This is an optimization exercise on Yosys and OpenROAD, whose aim is small area, not a production implementation. No functional check of the RTL was part of this run. Power is estimated from default activity; no workload was simulated.

[flow/constraint.sdc]
create_clock -name core_clock -period 10.0 [get_ports {i_clk}]
set_input_delay 2.0000 -clock core_clock [delete_from_list [all_inputs] [get_ports {i_clk}]]
set_output_delay 2.0000 -clock core_clock [all_outputs]
set_load 0.01 [all_outputs]
[flow/config.mk]
export PLATFORM = sky130hd
export DESIGN_NAME = FORTRESS
export DESIGN_NICKNAME = FORTRESS
export VERILOG_FILES = /design/flow/design.v
export SDC_FILE = /design/flow/constraint.sdc
export NUM_CORES = 4
export LEC_CHECK = 0
export CAP_MARGIN = 20
export CORE_MARGIN = 2
export CORE_UTILIZATION = 40
export PLACE_DENSITY = 0.6
export SLEW_MARGIN = 20
[flow/run.sh]
#!/bin/bash
# synth_recipe.tcl (not shown) runs the flow's synth.tcl, then flattens the netlist and writes it again
# the make line also repeats each setting of config.mk as NAME=value (left out here)
make -C /OpenROAD-flow-scripts/flow DESIGN_CONFIG=/design/flow/config.mk WORK_HOME=/design/flow/orfs CLKGATE_MAP_FILE= SYNTH_SCRIPT=/design/flow/synth_recipe.tcl finish
[flow/design.v]
module LED(clk, nrst, gclk, en, O);
	input clk, nrst, gclk, en;
	output [7:0] O;
	wire [3:0] cnt;
	reg g_prev;
	always @(posedge clk or negedge nrst) begin
		if(!nrst) g_prev <= 1'b0;
		else g_prev <= gclk & en;
	end
	counter c(clk, nrst, (gclk & en) & !g_prev, cnt);
	assign O[0] = O[1] & !(!cnt[3] & cnt[2] & cnt[1] & !cnt[0]) & !(cnt[3] & !cnt[2] & !cnt[1] & cnt[0]);  
	assign O[1] = O[2] & !(!cnt[3] & cnt[2] & !cnt[1] & cnt[0]) & !(cnt[3] & !cnt[2] & cnt[1] & !cnt[0]);  
	assign O[2] = O[3] & !(!cnt[3] & cnt[2] & !cnt[1] & !cnt[0]) & !(cnt[3] & !cnt[2] & cnt[1] & cnt[0]);  
	assign O[3] = O[4] & !(!cnt[3] & !cnt[2] & cnt[1] & cnt[0]) & !(cnt[3] & cnt[2] & !cnt[1] & !cnt[0]);  
	assign O[4] = O[5] & !(!cnt[3] & !cnt[2] & cnt[1] & !cnt[0]) & !(cnt[3] & cnt[2] & !cnt[1] & cnt[0]);  
	assign O[5] = O[6] & !(!cnt[3] & !cnt[2] & !cnt[1] & cnt[0]) & !(cnt[3] & cnt[2] & cnt[1] & !cnt[0]);  
	assign O[6] = !((!cnt[3] & !cnt[2] & !cnt[1] & !cnt[0]) | (cnt[3] & cnt[2] & cnt[1] & cnt[0]));  
	assign O[7] = 1;  
endmodule
module counter(CLK, nrst, inc, Q);
	input CLK, nrst, inc;
	output [3:0] Q;
	reg [3:0] Q;
	always@(posedge CLK or negedge nrst) begin
		if(!nrst) Q <= 4'b0000;
		else if(inc) Q <= Q + 1;
		end
endmodule
module clk_devider(clk, nrst, ce, clk2, clk4, clk8, clk16, clk32, clk64, clk128, clk256, clk512, clk1024, tick128);
	input clk, nrst, ce;
	output clk2, clk4, clk8, clk16, clk32, clk64, clk128, clk256, clk512, clk1024;
	output tick128;
	reg [9:0] Q;
	always @(posedge clk or negedge nrst) begin
		if(!nrst) begin
			Q <= 10'b0;
		end
		else if(ce) begin
			Q <= Q + 1;
		end
	end
	assign tick128 = ce & (Q[6:0] == 7'd63);
	assign clk2 = Q[0];
	assign clk4 = Q[1];
	assign clk8 = Q[2];
	assign clk16 = Q[3];
	assign clk32 = Q[4];
	assign clk64 = Q[5];
	assign clk128 = Q[6];
	assign clk256 = Q[7];
	assign clk512 = Q[8];
	assign clk1024 = Q[9];
endmodule
module SevenSeg_CTRL(
    iCLK,
    iCE,
    nRST,
    iSEG7,
    iSEG6,
    iSEG5,
    iSEG4,
    iSEG3,
    iSEG2,
    iSEG1,
    iSEG0,
    oS_COM,
    oS_ENS
);
    input iCLK, iCE, nRST;
    input[7:0] iSEG7, iSEG6, iSEG5, iSEG4, iSEG3, iSEG2, iSEG1, iSEG0;
    output [7:0] oS_COM, oS_ENS;
    reg[7:0] oS_COM, oS_ENS;
    integer CNT_SCAN;
    always@(posedge iCLK or negedge nRST)
    begin
        if(!nRST)
        begin
            oS_COM <= 8'b00000000;
            oS_ENS <= 0;
            CNT_SCAN = 0;
        end
        else if(iCE)
        begin
            if(CNT_SCAN >= 7)
                CNT_SCAN = 0;
            else
                CNT_SCAN = CNT_SCAN + 1;
            case (CNT_SCAN)
                0 :
                begin
                    oS_COM <= 8'b11111110;
                    oS_ENS <= iSEG0;
                end
                1 :
                begin
                    oS_COM <= 8'b11111101;
                    oS_ENS <= iSEG1;
                end
                2 :
                begin
                    oS_COM <= 8'b11111011;
                    oS_ENS <= iSEG2;
                end
                3 :
                begin
                    oS_COM <= 8'b11110111;
                    oS_ENS <= iSEG3;
                end
                4 :
                begin
                    oS_COM <= 8'b11101111;
                    oS_ENS <= iSEG4;
                end
                5 :
                begin
                    oS_COM <= 8'b11011111;
                    oS_ENS <= iSEG5;
                end
                6 :
                begin
                    oS_COM <= 8'b10111111;
                    oS_ENS <= iSEG6;
                end
                7 :
                begin
                    oS_COM <= 8'b01111111;
                    oS_ENS <= iSEG7;
                end
                default :
                begin
                    oS_COM <= 8'b11111111;
                    oS_ENS <= iSEG7;
                end
            endcase
        end
    end
endmodule
module Keypad_Scan(
input nrst, clk, ce,
input [2:0] keypad_in,
output reg [2:0] scan_out);
reg en;
always @(posedge clk or negedge nrst) begin
if (~nrst) begin		 
	en <= 0;
	scan_out <= 0;
end
else if (ce) begin
	if (keypad_in && ~en) begin	 
		scan_out <= keypad_in;
		en <= 1'b1;
	end
	else if (keypad_in && en) begin	 
		scan_out <= 0;
	end
	else begin		 
		en <= 0;
		scan_out <= 0;
	end
end
end
endmodule
module TANK(clk, ce, nrst, key_4, key_5, key_6, power,
        fire, tank1_life, tank2_life, SHELL, SEG0, SEG1, SEG2, SEG3, SEG4, SEG5, SEG6, SEG7);
    input clk, ce, nrst, key_4, key_5, key_6;
    input [7:0] power;
    output fire;
    output [1:0] tank1_life, tank2_life;
    output [7:0] SEG0, SEG1, SEG2, SEG3, SEG4, SEG5, SEG6, SEG7;
    output [7:0] SHELL;
    wire hit, turn;
    wire [3:0] tank1_location, tank2_location;
    wire [1:0] shell_dist;
    wire [7:0] TANK [7:0];
    assign SEG0 = { TANK[0][7:2], TANK[0][1] ^ SHELL[0], TANK[0][0] };
    assign SEG1 = { TANK[1][7:2], TANK[1][1] ^ SHELL[1], TANK[1][0] };
    assign SEG2 = { TANK[2][7:2], TANK[2][1] ^ SHELL[2], TANK[2][0] };
    assign SEG3 = { TANK[3][7:2], TANK[3][1] ^ SHELL[3], TANK[3][0] };
    assign SEG4 = { TANK[4][7:2], TANK[4][1] ^ SHELL[4], TANK[4][0] };
    assign SEG5 = { TANK[5][7:2], TANK[5][1] ^ SHELL[5], TANK[5][0] };
    assign SEG6 = { TANK[6][7:2], TANK[6][1] ^ SHELL[6], TANK[6][0] };
    assign SEG7 = { TANK[7][7:2], TANK[7][1] ^ SHELL[7], TANK[7][0] };
    Tank_State_Memory tankStateMemory(.clk(clk), .ce(ce), .nrst(nrst), 
        .button({key_4, key_6}), .fire(fire), .hit(hit),
        .tank1_location(tank1_location), .tank2_location(tank2_location),
        .tank1_life(tank1_life), .tank2_life(tank2_life), .turn(turn));
    Tank_Controller tankController(.tank1_location(tank1_location),
    .tank2_location(tank2_location),
    .tank1_life(tank1_life), .tank2_life(tank2_life), 
    .SEG0(TANK[0]), .SEG1(TANK[1]), .SEG2(TANK[2]),
    .SEG3(TANK[3]), .SEG4(TANK[4]), .SEG5(TANK[5]),
    .SEG6(TANK[6]), .SEG7(TANK[7]));
    Shell_State_Memory shellStateMemory(.clk(clk), .ce(ce), .nrst(nrst), .button(key_5), .power(power),
        .tank1_location(tank1_location), .tank2_location(tank2_location),
        .turn(turn), .Q(shell_dist), .fire(fire), .hit(hit));
    Shell_Controller shellController(.clk(clk), .ce(ce), .nrst(nrst),
        .tank1_location(tank1_location), .tank2_location(tank2_location),
        .turn(turn), .power(shell_dist), .fire(fire),
        .SEG0(SHELL[0]), .SEG1(SHELL[1]), .SEG2(SHELL[2]),
        .SEG3(SHELL[3]), .SEG4(SHELL[4]), .SEG5(SHELL[5]),
        .SEG6(SHELL[6]), .SEG7(SHELL[7]));
endmodule
module Tank_State_Memory(clk, ce, nrst, button, fire, hit,
    tank1_location, tank2_location, tank1_life, tank2_life, turn);
  input clk, ce, nrst;
  input [1:0] button;
  input fire;
  input hit;
  output reg [3:0] tank1_location, tank2_location;
  output reg [1:0] tank1_life, tank2_life;
  output reg turn;
  reg en_fire;
  always @(posedge clk or negedge nrst) begin
    if(!nrst) begin
        tank1_location <= 4'b0100;
        tank2_location <= 4'b0010;
        tank1_life <= 2'b11;
        tank2_life <= 2'b11;
        turn <= 1'b1;
        en_fire <= 1'b0;
    end
    else if(ce) begin
    if(!fire) begin
        if(!en_fire) begin
				if(tank1_life != 2'b00 && tank2_life != 2'b00) begin
					if(hit && turn) tank1_life = tank1_life - 1;
					else if (hit && !turn) tank2_life = tank2_life - 1;
					if(tank1_life == 2'b00) tank1_location <= 4'b0000;
					else if (tank2_life == 2'b00) tank2_location <= 4'b0000;
					else turn <= !turn;
				end
            en_fire <= 1'b1;
        end
        if(turn == 1'b0) begin
            if(button[1] && !tank1_location[3]) begin
                tank1_location <= tank1_location << 1;
            end
            else if (button[0] && !tank1_location[1]) begin
                tank1_location <= tank1_location >> 1;
            end
        end
        else begin
            if(button[1] && !tank2_location[2]) begin
                tank2_location <= tank2_location << 1;
            end
            else if (button[0] && !tank2_location[0]) begin
                tank2_location <= tank2_location >> 1;
            end
        end
    end
    else begin
        en_fire <= 1'b0;
    end
    end
  end
endmodule
module Tank_Controller(
    tank1_location, tank2_location,
    tank1_life, tank2_life,
    SEG0, SEG1, SEG2, SEG3, SEG4, SEG5, SEG6, SEG7);
    input[3:0] tank1_location, tank2_location;
    input [1:0] tank1_life, tank2_life;
    output [7:0] SEG0, SEG1,SEG2,SEG3,SEG4,SEG5,SEG6,SEG7;
    assign SEG7 = {tank1_life[0] | tank1_life[1], 1'b0, tank1_location[3], tank1_location[3], tank1_location[3], 1'b0, tank1_location[3], tank1_location[3] | tank1_location[2] };
    assign SEG6 = {tank1_life[1], 1'b0, tank1_location[2], tank1_location[2], tank1_location[2], 1'b0, tank1_location[2], tank1_location[2] | tank1_location[1] };
    assign SEG5 = {tank1_life[0] & tank1_life[1], 1'b0, tank1_location[1], tank1_location[1], tank1_location[1], 1'b0, tank1_location[1], tank1_location[1] };
    assign SEG4 = 8'b00000000;
    assign SEG3 = {7'b0000000, tank2_location[2] };
    assign SEG2 = {tank2_life[0] & tank2_life[1], 1'b0, tank2_location[2], tank2_location[2], tank2_location[2], 1'b0, tank2_location[2], tank2_location[2] | tank2_location[1]};
    assign SEG1 = {tank2_life[1], 1'b0, tank2_location[1], tank2_location[1], tank2_location[1], 1'b0, tank2_location[1], tank2_location[1] | tank2_location[0] };
    assign SEG0 = {tank2_life[0] | tank2_life[1], 1'b0, tank2_location[0], tank2_location[0], tank2_location[0], 1'b0, tank2_location[0], tank2_location[0]};
endmodule
module Shell_State_Memory(
    clk, ce, nrst, button, power, tank1_location, tank2_location, turn,
    Q, fire, hit
);
    input clk, ce, nrst, button;
    input [7:0] power;
    input [3:0] tank1_location, tank2_location;
    input turn;
    output [1:0] Q;
    output fire;
    output hit;
    wire [1:0] power_2bit;
    reg [10:0] cnt;
    reg fire;
    reg hit;
    reg en_hit;
    assign power_2bit[1] = power[3];
    assign power_2bit[0] = (!power[3] & power[5]) | power[1];
    assign Q = cnt[10:9];
    always@(posedge clk or negedge nrst) begin
        if(!nrst) begin
            fire <= 1'b0;
            cnt <= 11'b0;
            hit <= 1'b0;
            en_hit <= 1'b0;
        end
        else if(ce) begin
            if(button) begin
                fire <= 1'b1;
            end
            if(fire) begin
                if(~hit && ~en_hit) begin
                    en_hit <= 1'b1;
                    if(turn) begin
                        if({tank1_location, 4'b0000} >> power_2bit + 2 == {4'b0000, tank2_location})
                        hit <= 1'b1;
                    end
                    else begin
                        if({4'b0000, tank2_location} << power_2bit + 2 == {tank1_location, 4'b0000})
                        hit <= 1'b1;
                    end
                end
                if(cnt < {power_2bit, 9'b111111111}) begin
                    cnt <= cnt + 1;
                end
                else begin
                    fire <= 1'b0;
                    cnt <= 11'b0;
                    en_hit <= 1'b0;
                end
            end
            if(hit && ~en_hit) hit <= 1'b0;
        end
    end
endmodule
module Shell_Controller(
    clk, ce, nrst,
    tank1_location, tank2_location, turn, power, fire,
    SEG0, SEG1, SEG2, SEG3, SEG4, SEG5, SEG6, SEG7);
    input clk, ce, nrst;
    input [3:0] tank1_location, tank2_location;
    input turn, fire;
    input [1:0] power;
    output SEG0, SEG1, SEG2, SEG3, SEG4, SEG5, SEG6, SEG7;
    reg [7:0] shell;
    assign SEG0 = shell[0];
    assign SEG1 = shell[1];
    assign SEG2 = shell[2];
    assign SEG3 = shell[3];
    assign SEG4 = shell[4];
    assign SEG5 = shell[5];
    assign SEG6 = shell[6];
    assign SEG7 = shell[7];
    always@(posedge clk or negedge nrst) begin
        if(!nrst) begin
            shell <= 8'b00100000;
        end
        else if(ce) begin
            if(!fire) begin
                if(!turn) begin
                    shell <= {tank1_location, 4'b0000} >> 1;
                end
                else begin
                    shell <= {4'b0000, tank2_location} << 1;
                end
            end
            else begin
                if(!turn) begin
                    shell <= {tank1_location, 4'b0000} >> power+2;
                end
                if(turn) begin
                    shell <= {4'b0000, tank2_location} << power+2;
                end
            end
        end
    end
endmodule
module Piezo(clk, nrst, tank1_life, tank2_life, shell_location, fire, piezo_out);
    input clk, nrst;
    input [1:0] tank1_life, tank2_life;
	 input [7:0] shell_location;
	 input fire;
    output piezo_out;
    wire piezo1, piezo2, piezo3;
    wire cong_en;
    assign cong_en = (!tank1_life[1] & !tank1_life[0]) | (!tank2_life[0] & !tank2_life[1]);
    assign piezo_out = piezo1 | piezo2 | piezo3;
    hit_feedback hitFeedback(clk, nrst, tank1_life, tank2_life, piezo1);
    congratulation cong(clk, nrst, cong_en, piezo2);
	 fire_feedback fireFeedback(clk, nrst, shell_location, fire, piezo3);
endmodule
module fire_feedback(clk, nrst, shell_location, fire, piezo_out);
	input clk, nrst, fire;
	input [7:0] shell_location;
	output piezo_out;
	integer timePass, cnt, limit;
	reg buff, en;
	reg [7:0] reg_shell_loc;
	assign piezo_out = buff;
	always@(posedge clk or negedge nrst) begin
		if(!nrst) begin
			timePass = 0;
			cnt = 0;
			limit = 125;
			reg_shell_loc = 8'b00100000;
			buff = 1'b0;
			en = 1'b0;
			end
		else begin
			if(fire) begin
				if(shell_location != reg_shell_loc) begin
				reg_shell_loc = shell_location;
				en = 1'b1;
				end
			end
			if(en) begin
				timePass = timePass + 1;
				cnt = cnt + 1;
				if(cnt > limit) begin
					cnt = 0;
					buff = !buff;
				end
				if(timePass > 12500) begin
					cnt = 0;
					timePass = 0;
					en = 1'b0;
					buff = 1'b0;
				end
			end
			else begin
				cnt = 0;
				timePass = 0;
				en = 1'b0;
				buff = 1'b0;
			end
		end
	end
endmodule		
module hit_feedback(clk, nrst, tank1_life, tank2_life, piezo_out);
    input clk, nrst;
    input [1:0] tank1_life, tank2_life;
    output piezo_out;
    reg [1:0] reg_tank1_life, reg_tank2_life;
    reg buff, en;
    assign piezo_out = buff;
    integer timePass, cnt, limit;
    always@(posedge clk or negedge nrst) begin
        if(!nrst) begin
            reg_tank1_life = 2'b11;
            reg_tank2_life = 2'b11;
            en = 1'b0;
            buff = 1'b0;
            timePass = 0;
            cnt = 0;
            limit = 62;
        end
        else if(tank1_life != 2'b00 && tank2_life != 2'b00)
            begin
            if(reg_tank1_life != tank1_life || reg_tank2_life != tank2_life) begin
                reg_tank1_life = tank1_life;
                reg_tank2_life = tank2_life;
                en = 1'b1;
            end
            if(en) begin
                if(cnt >= limit) begin
                    cnt = 0;
                    buff = !buff;
                    timePass = timePass + 1;
                end
                else begin
                    cnt = cnt + 1;
                    timePass = timePass + 1;
                end
                if(timePass >= 25000) begin
                    cnt = 0;
                    timePass = 0;
                    buff = 1'b0;
                    en = 1'b0;
                end
            end
        end
    end
endmodule
module congratulation(clk, nrst, en, piezo_out);
    input clk, nrst, en;
    output piezo_out;
    reg buff;
    assign piezo_out = buff;
    integer cnt, beat, i;
    integer cn_sound, limit;
    integer LB, D, DS, E, G, A, B;
    always@(posedge clk or negedge nrst) begin
        if(!nrst) begin
            buff = 1'b0;
            cnt = 0;
            beat = 8191;  
            i = 129;
            cn_sound = 0;
            LB <= 531;
				D <= 446;
				DS <= 421;
				E <= 398;
				G <= 335;
				A <= 298;
				B <= 266;
        end
        else if (en) begin
            if(cnt >= beat) begin
                cnt = 0;
                cn_sound = 0;
                i = i + 1;
            end
            if(i >= 577) begin
                i = 129;  
            end
            if(cn_sound >= limit) begin
                cn_sound = 0;
                buff = !buff;
                cnt = cnt + 1;
            end
            else begin
                cn_sound = cn_sound + 1;
                cnt = cnt + 1;
            end
        end
        else begin
            buff = 1'b0;
            cnt = 0;
            beat = 8191;  
            i = 129;
            cn_sound = 0;
            LB <= 531;
				D <= 446;
				DS <= 421;
				E <= 398;
				G <= 335;
				A <= 298;
				B <= 266;
        end
    end
    always@(*) begin
        case(i)
        0   : limit = beat;  
        1   : limit = E;
        2   : limit = E;
        3   : limit = E; 
        4   : limit = beat;
        5   : limit = E;
        6   : limit = E;
        7   : limit = E;
        8   : limit = beat;
        9   : limit = E;
        10  : limit = E;
        11  : limit = G;
        12  : limit = G;
        13  : limit = G;
        14  : limit = G;
        15  : limit = A;
        16  : limit = A;
        17   : limit = A;
        18   : limit = A;
        19   : limit = A; 
        20   : limit = A;
        21   : limit = A;
        22   : limit = A;
        23   : limit = A;
        24   : limit = A;
        25  : limit = A;
        26  : limit = A;
        27  : limit = A;
        28  : limit = A;
        29  : limit = beat;
        30  : limit = beat;
        31  : limit = beat;
        32  : limit = beat;
        33  : limit = E;
        34  : limit = E;
        35  : limit = E;
        36  : limit = beat;
        37  : limit = E;
        38  : limit = E;
        39  : limit = E;
        40  : limit = beat;
        41  : limit = E;
        42  : limit = E;
        43  : limit = G;
        44  : limit = G;
        45  : limit = G;
        46  : limit = G;
        47  : limit = G;
        48  : limit = G;
        49  : limit = A;
        50  : limit = A;
        51  : limit = A;
        52  : limit = A;
        53  : limit = A;
        54  : limit = A;
        55  : limit = A;
        56  : limit = A;
        57  : limit = A;
        58  : limit = A;
        59  : limit = A;
        60  : limit = A;
        61  : limit = beat;
        62  : limit = beat;
        63  : limit = beat;
        64  : limit = beat;
        65  : limit = E;
        66  : limit = E;
        67  : limit = E;
        68  : limit = beat;
        69  : limit = E;
        70  : limit = E;
        71  : limit = E;
        72  : limit = beat;
        73  : limit = E;
        74  : limit = E;
        75  : limit = G;
        76  : limit = G;
        77  : limit = G;
        78  : limit = G;
        79  : limit = A;
        80  : limit = A;
        81  : limit = A;
        82  : limit = A;
        83  : limit = A;
        84  : limit = A;
        85  : limit = B;
        86  : limit = B;
        87  : limit = B;
        88  : limit = B;
        89  : limit = A;
        90  : limit = A;
        91  : limit = G;
        92  : limit = G;
        93  : limit = beat;
        94  : limit = beat;
        95  : limit = beat;
        96  : limit = beat;
        97  : limit = E;
        98  : limit = E;
        99  : limit = E;
        100 : limit = beat;
        101 : limit = E;
        102 : limit = E;
        103 : limit = E;
        104 : limit = E;
        105 : limit = D;
        106 : limit = D;
        107 : limit = DS;
        108 : limit = DS;
        109 : limit = DS;
        110 : limit = DS;
        111 : limit = E;
        112 : limit = E;
        113 : limit = E;
        114 : limit = E;
        115 : limit = E;
        116 : limit = E;
        117 : limit = E;
        118 : limit = E;
        119 : limit = E;
        120 : limit = E;
        121 : limit = E;
        122 : limit = E;
        123 : limit = E;
        124 : limit = E;
        125 : limit = beat;
        126 : limit = beat;
        127 : limit = beat;
        128 : limit = beat;
        129 : limit = B;
        130 : limit = beat;
        131 : limit = B;
        132 : limit = B;
        133 : limit = beat;
        134 : limit = beat;
        135 : limit = A;
        136 : limit = A;
        137 : limit = B;
        138 : limit = B;
        139 : limit = B;
        140 : limit = B;
        141 : limit = beat;
        142 : limit = beat;
        143 : limit = beat;
        144 : limit = beat;
        145 : limit = A;
        146 : limit = beat;
        147 : limit = A;
        148 : limit = A;
        149 : limit = beat;
        150 : limit = beat;
        151 : limit = G;
        152 : limit = G;
        153 : limit = B;
        154 : limit = beat;
        155 : limit = B;
        156 : limit = B;
        157 : limit = beat;
        158 : limit = beat;
        159 : limit = beat;
        160 : limit = beat;
        161 : limit = E;
        162 : limit = beat;
        163 : limit = E;
        164 : limit = E;
        165 : limit = beat;
        166 : limit = beat;
        167 : limit = D;
        168 : limit = D;
        169 : limit = LB;
        170 : limit = beat;
        171 : limit = LB;
        172 : limit = LB;
        173 : limit = G;
        174 : limit = G;
        175 : limit = G;
        176 : limit = G;
        177 : limit = E;
        178 : limit = E;
        179 : limit = E;
        180 : limit = E;
        181 : limit = E;
        182 : limit = E;
        183 : limit = E;
        184 : limit = E;
        185 : limit = E;
        186 : limit = E;
        187 : limit = E;
        188 : limit = E;
        189 : limit = beat;
        190 : limit = beat;
        191 : limit = beat;
        192 : limit = beat;
        193 : limit = E;
        194 : limit = beat;
        195 : limit = E;
        196 : limit = E;
        197 : limit = beat;
        198 : limit = beat;
        199 : limit = E;
        200 : limit = E;
        201 : limit = G;
        202 : limit = G;
        203 : limit = E;
        204 : limit = E;
        205 : limit = beat;
        206 : limit = beat;
        207 : limit = G;
        208 : limit = G;
        209 : limit = A;
        210 : limit = beat;
        211 : limit = A;
        212 : limit = A;
        213 : limit = beat;
        214 : limit = beat;
        215 : limit = G;
        216 : limit = G;
        217 : limit = B;
        218 : limit = beat;
        219 : limit = B;
        220 : limit = B;
        221 : limit = beat;
        222 : limit = beat;
        223 : limit = beat;
        224 : limit = beat;
        225 : limit = E;
        226 : limit = beat;
        227 : limit = E;
        228 : limit = E;
        229 : limit = beat;
        230 : limit = beat;
        231 : limit = D;
        232 : limit = D;
        233 : limit = LB;
        234 : limit = LB;
        235 : limit = LB;
        236 : limit = LB;
        237 : limit = G;
        238 : limit = G;
        239 : limit = G;
        240 : limit = G;
        241 : limit = E;
        242 : limit = E;
        243 : limit = E;
        244 : limit = E;
        245 : limit = E;
        246 : limit = E;
        247 : limit = E;
        248 : limit = E;
        249 : limit = E;
        250 : limit = E;
        251 : limit = E;
        252 : limit = E;
        253 : limit = beat;
        254 : limit = beat;
        255 : limit = beat;
        256 : limit = beat;
        257 : limit = E;
        258 : limit = beat;
        259 : limit = E;
        260 : limit = E;
        261 : limit = beat;
        262 : limit = beat;
        263 : limit = E;
        264 : limit = E;
        265 : limit = G;
        266 : limit = G;
        267 : limit = E;
        268 : limit = E;
        269 : limit = beat;
        270 : limit = beat;
        271 : limit = D;
        272 : limit = D;
        273 : limit = LB;
        274 : limit = LB;
        275 : limit = LB;
        276 : limit = LB;
        277 : limit = LB;
        278 : limit = LB;
        279 : limit = LB;
        280 : limit = LB;
        281 : limit = LB;
        282 : limit = LB;
        283 : limit = LB;
        284 : limit = LB;
        285 : limit = LB;
        286 : limit = LB;
        287 : limit = LB;
        288 : limit = LB;
        289 : limit = E;
        290 : limit = beat;
        291 : limit = E;
        292 : limit = E;
        293 : limit = beat;
        294 : limit = beat;
        295 : limit = E;
        296 : limit = E;
        297 : limit = G;
        298 : limit = G;
        299 : limit = E;
        300 : limit = E;
        301 : limit = beat;
        302 : limit = beat;
        303 : limit = G;
        304 : limit = G;
        305 : limit = A;
        306 : limit = beat;
        307 : limit = A;
        308 : limit = A;
        309 : limit = beat;
        310 : limit = beat;
        311 : limit = G;
        312 : limit = G;
        313 : limit = B;
        314 : limit = beat;
        315 : limit = B;
        316 : limit = B;
        317 : limit = B;
        318 : limit = B;
        319 : limit = beat;
        320 : limit = beat;
        321 : limit = E;
        322 : limit = beat;
        323 : limit = E;
        324 : limit = E;
        325 : limit = beat;
        326 : limit = beat;
        327 : limit = D;
        328 : limit = D;
        329 : limit = LB;
        330 : limit = LB;
        331 : limit = LB;
        332 : limit = LB;
        333 : limit = G;
        334 : limit = G;
        335 : limit = G;
        336 : limit = G;
        337 : limit = E;
        338 : limit = E;
        339 : limit = E;
        340 : limit = E;
        341 : limit = E;
        342 : limit = E;
        343 : limit = E;
        344 : limit = E;
        345 : limit = E;
        346 : limit = E;
        347 : limit = E;
        348 : limit = E;
        349 : limit = beat;
        350 : limit = beat;
        351 : limit = beat;
        352 : limit = beat;
        353 : limit = B;
        354 : limit = beat;
        355 : limit = B;
        356 : limit = B;
        357 : limit = beat;
        358 : limit = beat;
        359 : limit = A;
        360 : limit = A;
        361 : limit = B;
        362 : limit = B;
        363 : limit = B;
        364 : limit = B;
        365 : limit = beat;
        366 : limit = beat;
        367 : limit = beat;
        368 : limit = beat;
        369 : limit = A;
        370 : limit = beat;
        371 : limit = A;
        372 : limit = A;
        373 : limit = beat;
        374 : limit = beat;
        375 : limit = G;
        376 : limit = G;
        377 : limit = B;
        378 : limit = beat;
        379 : limit = B;
        380 : limit = B;
        381 : limit = beat;
        382 : limit = beat;
        383 : limit = beat;
        384 : limit = beat;
        385 : limit = E;
        386 : limit = beat;
        387 : limit = E;
        388 : limit = E;
        389 : limit = beat;
        390 : limit = beat;
        391 : limit = D;
        392 : limit = D;
        393 : limit = LB;
        394 : limit = beat;
        395 : limit = LB;
        396 : limit = LB;
        397 : limit = G;
        398 : limit = G;
        399 : limit = G;
        400 : limit = G;
        401 : limit = E;
        402 : limit = E;
        403 : limit = E;
        404 : limit = E;
        405 : limit = E;
        406 : limit = E;
        407 : limit = E;
        408 : limit = E;
        409 : limit = E;
        410 : limit = E;
        411 : limit = E;
        412 : limit = E;
        413 : limit = beat;
        414 : limit = beat;
        415 : limit = beat;
        416 : limit = beat;
        417 : limit = E;
        418 : limit = beat;
        419 : limit = E;
        420 : limit = E;
        421 : limit = beat;
        422 : limit = beat;
        423 : limit = E;
        424 : limit = E;
        425 : limit = G;
        426 : limit = G;
        427 : limit = E;
        428 : limit = E;
        429 : limit = beat;
        430 : limit = beat;
        431 : limit = G;
        432 : limit = G;
        433 : limit = A;
        434 : limit = beat;
        435 : limit = A;
        436 : limit = A;
        437 : limit = beat;
        438 : limit = beat;
        439 : limit = G;
        440 : limit = G;
        441 : limit = B;
        442 : limit = beat;
        443 : limit = B;
        444 : limit = B;
        445 : limit = beat;
        446 : limit = beat;
        447 : limit = beat;
        448 : limit = beat;
        449 : limit = E;
        450 : limit = beat;
        451 : limit = E;
        452 : limit = E;
        453 : limit = beat;
        454 : limit = beat;
        455 : limit = D;
        456 : limit = D;
        457 : limit = LB;
        458 : limit = LB;
        459 : limit = LB;
        460 : limit = LB;
        461 : limit = G;
        462 : limit = G;
        463 : limit = G;
        464 : limit = G;
        465 : limit = E;
        466 : limit = E;
        467 : limit = E;
        468 : limit = E;
        469 : limit = E;
        470 : limit = E;
        471 : limit = E;
        472 : limit = E;
        473 : limit = E;
        474 : limit = E;
        475 : limit = E;
        476 : limit = E;
        477 : limit = beat;
        478 : limit = beat;
        479 : limit = beat;
        480 : limit = beat;
        481 : limit = E;
        482 : limit = beat;
        483 : limit = E;
        484 : limit = E;
        485 : limit = beat;
        486 : limit = beat;
        487 : limit = E;
        488 : limit = E;
        489 : limit = G;
        490 : limit = G;
        491 : limit = E;
        492 : limit = E;
        493 : limit = beat;
        494 : limit = beat;
        495 : limit = D;
        496 : limit = D;
        497 : limit = LB;
        498 : limit = LB;
        499 : limit = LB;
        500 : limit = LB;
        501 : limit = LB;
        502 : limit = LB;
        503 : limit = LB;
        504 : limit = LB;
        505 : limit = LB;
        506 : limit = LB;
        507 : limit = LB;
        508 : limit = LB;
        509 : limit = LB;
        510 : limit = LB;
        511 : limit = LB;
        512 : limit = LB;
        513 : limit = E;
        514 : limit = beat;
        515 : limit = E;
        516 : limit = E;
        517 : limit = beat;
        518 : limit = beat;
        519 : limit = E;
        520 : limit = E;
        521 : limit = G;
        522 : limit = G;
        523 : limit = E;
        524 : limit = E;
        525 : limit = beat;
        526 : limit = beat;
        527 : limit = G;
        528 : limit = G;
        529 : limit = A;
        530 : limit = beat;
        531 : limit = A;
        532 : limit = A;
        533 : limit = beat;
        534 : limit = beat;
        535 : limit = G;
        536 : limit = G;
        537 : limit = B;
        538 : limit = beat;
        539 : limit = B;
        540 : limit = B;
        541 : limit = B;
        542 : limit = B;
        543 : limit = beat;
        544 : limit = beat;
        545 : limit = E;
        546 : limit = beat;
        547 : limit = E;
        548 : limit = E;
        549 : limit = beat;
        550 : limit = beat;
        551 : limit = D;
        552 : limit = D;
        553 : limit = LB;
        554 : limit = LB;
        555 : limit = LB;
        556 : limit = LB;
        557 : limit = G;
        558 : limit = G;
        559 : limit = G;
        560 : limit = G;
        561 : limit = E;
        562 : limit = E;
        563 : limit = E;
        564 : limit = E;
        565 : limit = E;
        566 : limit = E;
        567 : limit = E;
        568 : limit = E;
        569 : limit = E;
        570 : limit = E;
        571 : limit = E;
        572 : limit = E;
        573 : limit = beat;
        574 : limit = beat;
        575 : limit = beat;
        576 : limit = beat;
        default : limit = beat;
        endcase
    end
endmodule
module FORTRESS(i_clk, i_nrst, i_key_4, i_key_5, i_key_6,
    o_piezo, o_LED, o_COM, o_ENS);
input i_clk, i_nrst, i_key_4, i_key_5, i_key_6;
output o_piezo;
output [7:0] o_LED, o_COM, o_ENS;
wire nrst;
wire tick_khz, tick_unused;
wire clk_khz, clk_32hz;
wire scan_key_4, scan_key_5, scan_key_6;
wire fire;
wire[1:0] tank1_life, tank2_life;
wire [7:0] SEG0, SEG1, SEG2, SEG3, SEG4, SEG5, SEG6, SEG7;
wire [7:0] shell_location;
assign nrst = !i_nrst;
clk_devider clkdev1(.clk(i_clk), .nrst(nrst), .ce(1'b1), .clk128(clk_khz), .tick128(tick_khz));
clk_devider clkdev2(.clk(i_clk), .nrst(nrst), .ce(tick_khz), .clk32(clk_32hz), .tick128(tick_unused));
Keypad_Scan keypadScan(.clk(i_clk), .ce(tick_khz), .nrst(nrst), .keypad_in({i_key_4, i_key_5, i_key_6}),
    .scan_out({scan_key_4, scan_key_5, scan_key_6}));
TANK tank(.clk(i_clk), .ce(tick_khz), .nrst(nrst), .key_4(scan_key_4), .key_5(scan_key_5), .key_6(scan_key_6),
    .power(o_LED), .fire(fire), .tank1_life(tank1_life), .tank2_life(tank2_life), .SHELL(shell_location),
    .SEG0(SEG0), .SEG1(SEG1), .SEG2(SEG2), .SEG3(SEG3), .SEG4(SEG4),
    .SEG5(SEG5), .SEG6(SEG6), .SEG7(SEG7));
SevenSeg_CTRL sevenSegCtrl(.iCLK(i_clk), .iCE(tick_khz), .nRST(nrst), 
    .iSEG0(SEG0), .iSEG1(SEG1), .iSEG2(SEG2), .iSEG3(SEG3), .iSEG4(SEG4), 
    .iSEG5(SEG5), .iSEG6(SEG6), .iSEG7(SEG7), .oS_COM(o_COM), .oS_ENS(o_ENS));
Piezo piezo(.clk(i_clk), .nrst(nrst), .tank1_life(tank1_life), .tank2_life(tank2_life), .shell_location(shell_location),
		.fire(fire), .piezo_out(o_piezo));
LED led(.clk(i_clk), .nrst(nrst), .gclk(clk_32hz), .en(!fire), .O(o_LED));
endmodule
==> summary.txt <==
## synth_stat cells, types with 25 or more instances
cell type,number,area [sq um]
nor2_1,345,1290
dfrtp_1,327,8180
nand2_1,325,1220
clkbuf_1,142,533
o21ai_0,142,711
nand3_1,132,661
xor2_1,125,1090
xnor2_1,122,1070
nor3_1,99,495
nand4_1,75,469
a21oi_1,74,370
and3_1,60,375
nor4_1,53,332
inv_1,46,173
ha_1,42,526
nor2b_1,42,263
a31oi_1,40,250
and2_1,40,250
o31ai_1,31,233
a22o_1,29,254
mux2i_1,29,290
nand2b_1,27,169
or3_1,25,156
## flip-flops by register name, indices dropped and copies added (netlist names), 32 cells and up
register,count
piezo.cong.i,32
piezo.hitFeedback.timePass,32
piezo.cong.cnt,32
piezo.hitFeedback.cnt,32
piezo.fireFeedback.cnt,32
sevenSegCtrl.CNT_SCAN,32
piezo.cong.cn_sound,32
piezo.fireFeedback.timePass,32
## worst max-delay path by stage
stage	start	endpoint	slack (ns)	depth (start not counted)
2_1_floorplan	i_nrst	clkdev1.Q[0]	3.44	1
3_3_place_gp	piezo.cong.i[1]	piezo.cong.cn_sound[25]	4.33	19
3_5_place_dp	piezo.cong.i[1]	piezo.cong.cn_sound[13]	4.34	18
4_1_cts	piezo.cong.i[1]	piezo.cong.cn_sound[12]	4.30	18
5_1_grt	piezo.cong.i[0]	piezo.cong.cn_sound[13]	3.74	20
6_report	piezo.cong.i[1]	piezo.cong.cn_sound[12]	4.14	18
## area by class of cell
class	instances	area [sq um]
Fill cell	5525	31400
Multi-Input combinational cell	2167	13200
Sequential cell	342	8580
Clock buffer	62	1230
Tap cell	756	946
Timing Repair Buffer	52	455
Clock inverter	13	206
Inverter	49	188
## logic make-up after synthesis
kind of cell             synth area share (%)
buffers and inverters                    3.95
other                                  0.0332
multiplexers                             2.38
flip-flops                               37.9
AND/OR/NAND/NOR                          28.8
AO/OA/AOI/OAI                            15.0
adder cells (fa/ha/maj)                  2.32
XOR/XNOR                                 9.56
## worst max-delay path, cell delays in order, from the launching register on
cell and delay [ns]:
dfrtp_1 0.43, ha_1 0.58, o21ai_0 0.65, o32ai_1 0.16, a222oi_1 0.60, o211ai_1 0.18, o31a_1 0.35, nor4_1 0.55
a211oi_1 0.24, ha_1 0.35, a21o_1 0.19, a21oi_1 0.14, nor2b_1 0.06, o21ai_0 0.16, nand2_1 0.07, o21ai_0 0.21
o211ai_1 0.13, nand2b_1 0.48, nor2_1 0.24
## metrics by stage
step	hold slack (ns)	cell area [sq um]	utilization (%)	power, uW	worst slack [ns]
2_1_floorplan	0.419	22600	-	1430	3.44
3_3_place_gp	0.442	23400	41.6	1440	4.33
3_5_place_dp	0.454	23400	41.6	1440	4.34
4_1_cts	0.463	24800	44.1	3050	4.30
5_1_grt	0.481	24800	44.1	3120	3.74
6_report	0.459	24800	44.1	3000	4.14
## placed cells by master (no fill, tap or decap), types with 29 or more instances in the layout
cell type,netlist,routed
xor2_1,125,125
a31oi_1,40,40
mux2i_1,29,29
ha_1,42,42
a22o_1,29,29
and2_1,40,40
o31ai_1,31,30
xnor2_1,122,122
nor4_1,53,53
nor2b_1,42,42
inv_1,46,45
nor2_1,345,345
and3_1,60,60
nand2_1,325,325
nand3_1,132,132
dfrtp_1,327,327
nor3_1,99,98
o21ai_0,142,142
nand4_1,75,75
a21oi_1,74,73
clkbuf_16,0,43
## layer usage
metal / up-vias / routed length, um / track usage [%]
met3: 70 / 2780 / 2.96
met1: 9554 / 28200 / 28.2
li1: 9578 / - / -
met4: 0 / 978 / 4.83
met2: 474 / 25900 / 30.6
met5: - / 0 / 0
## report_power, final
part | total, uW | switching (uW) | internal, uW
clock network | 1590 | 609 | 979
registers | 1380 | 0 | 1380
logic | 30.5 | 27.8 | 2.71
total | 3000 | 637 | 2370
==> impl_metrics.tcl <==
set metrics [dict create \
    outcome "finished clean" \
    n_antenna_cell 0 \
    setup_viol 0 \
    initial_utilization_pct 40.3 \
    grt_antenna_before_repair 0 \
    hp-class "register to register" \
    overflow 0 \
    postSynth.asyncResetShare_pct 100 \
    dieArea_sq_um 58500 \
    cts_resized 0 \
    cts_sinks 342 \
    power.density_nw_per_um2 121 \
    holdPathStages 1 \
    fin_skew_ns 0.0230 \
    yosysSeqAreaShare_pct 37.9 \
    postRouteAntennaNets 0 \
    synth-seq-cells 342 \
    drive_above_1_share_pct 6.78 \
    tns_ns 0 \
    slew_violations 0 \
    leakage_uw 0.0101 \
    ys_warn_count 12 \
    yosysUniqueCellTypes 99 \
    startpoint_type "register" \
    nets 2701 \
    globalplace.congestion 0.926 \
    wirelength_mm 57.9 \
    io_pins 30 \
    relSlewSlack_pct 27.8 \
    hpwl_mm 38.9 \
    min_to "clkdev1.Q[0]" \
    drcViolationCount 0 \
    hold_buffers 0 \
    critPathKind "register to register" \
    num_rows 87 \
    die_w_um 242 \
    final_cells 3441 \
    drt_pre_antenna_iters 5 \
    synth_edf_count 0 \
    clock_latency_ns 0.57 \
    min-delay-start "clkdev1.Q[0]" \
    postCtsSetupRepairBufs 0 \
    r2r_cells 18 \
    synth_ff_type "dfrtp_1" \
    io_buffers 26 \
    cp.arrival_ns 6.34 \
    fmax_mhz 171 \
    synth_cells 2732 \
    post-route-period-util_pct 58.6 \
    grt_pass1_wl_mm 97.2 \
    avgSynthCellArea_sq_um 8.28 \
    worstMarginPinSlew_ns 1.08 \
    coreArea_sq_um 56200 \
    critPathCaptureType "register" \
    grt_pass1_vias 18895 \
    min_period_ns 5.86 \
    cts_tree "built" \
    worstPathRequired_ns 10.48 \
    netlist_area_sq_um 22600 \
    critPathMaxFanout 27 \
    areaGrowthSynthToFinish_pct 9.61 \
    hold_viol 0 \
    track_usage_pct 19.5 \
    htree_levels 2 \
    drtIter0Drc 1613 \
    via_count 19676 \
    avgRoutedWirePerCell_um 16.8 \
    ir_worst_vdd_v 0.000111 \
    r2r_start "piezo.cong.i[1]" \
    grt_max_degree 73 \
    r2r-end "piezo.cong.cn_sound[12]" \
    cts.path.max_buffers 3 \
    max_cap_violations 0 \
    clk_pin_slew_ns 0.06 \
    rsz0062_at_grt "no" \
    cts-buffers-inserted 42 \
    die_h_um 242 \
    reg2reg_slack_ns 4.14 \
    cts_root_buf "clkbuf_16" \
    place_inst 3366 \
    via_per_inst 5.72 \
]

==> separate check: timing with driven ports <==
No port has a modelled driver above. Below, the same layout with a new extraction and two added sets of constraints.
Step 1 (the two cells are an assumption about what drives the block):
set clk [get_ports {i_clk}]
set_driving_cell -lib_cell sky130_fd_sc_hd__clkbuf_16 $clk
set_driving_cell -lib_cell sky130_fd_sc_hd__buf_2 [delete_from_list [all_inputs] $clk]
Step 2, shift: input delay + t, output delay - t, t = (earliest + latest rising clock arrival at the registers) / 2. This alone moves slack from input paths to output paths.
Slacks: ideal ports / drivers / drivers and shift; pairs: ideal ports / drivers.
t (ns): 0.615
setup slack, ns: 4.138 / 4.138 / 4.138
worst hold slack (ns): 0.459 / 0.459 / 0.459
slew at the worst register clock pin (ns): 0.07 / 0.07
After both steps this run still meets setup and hold. For this run, drivers alone change the setup slack by 0.000 ns; drivers and shift together by 0.000 ns.
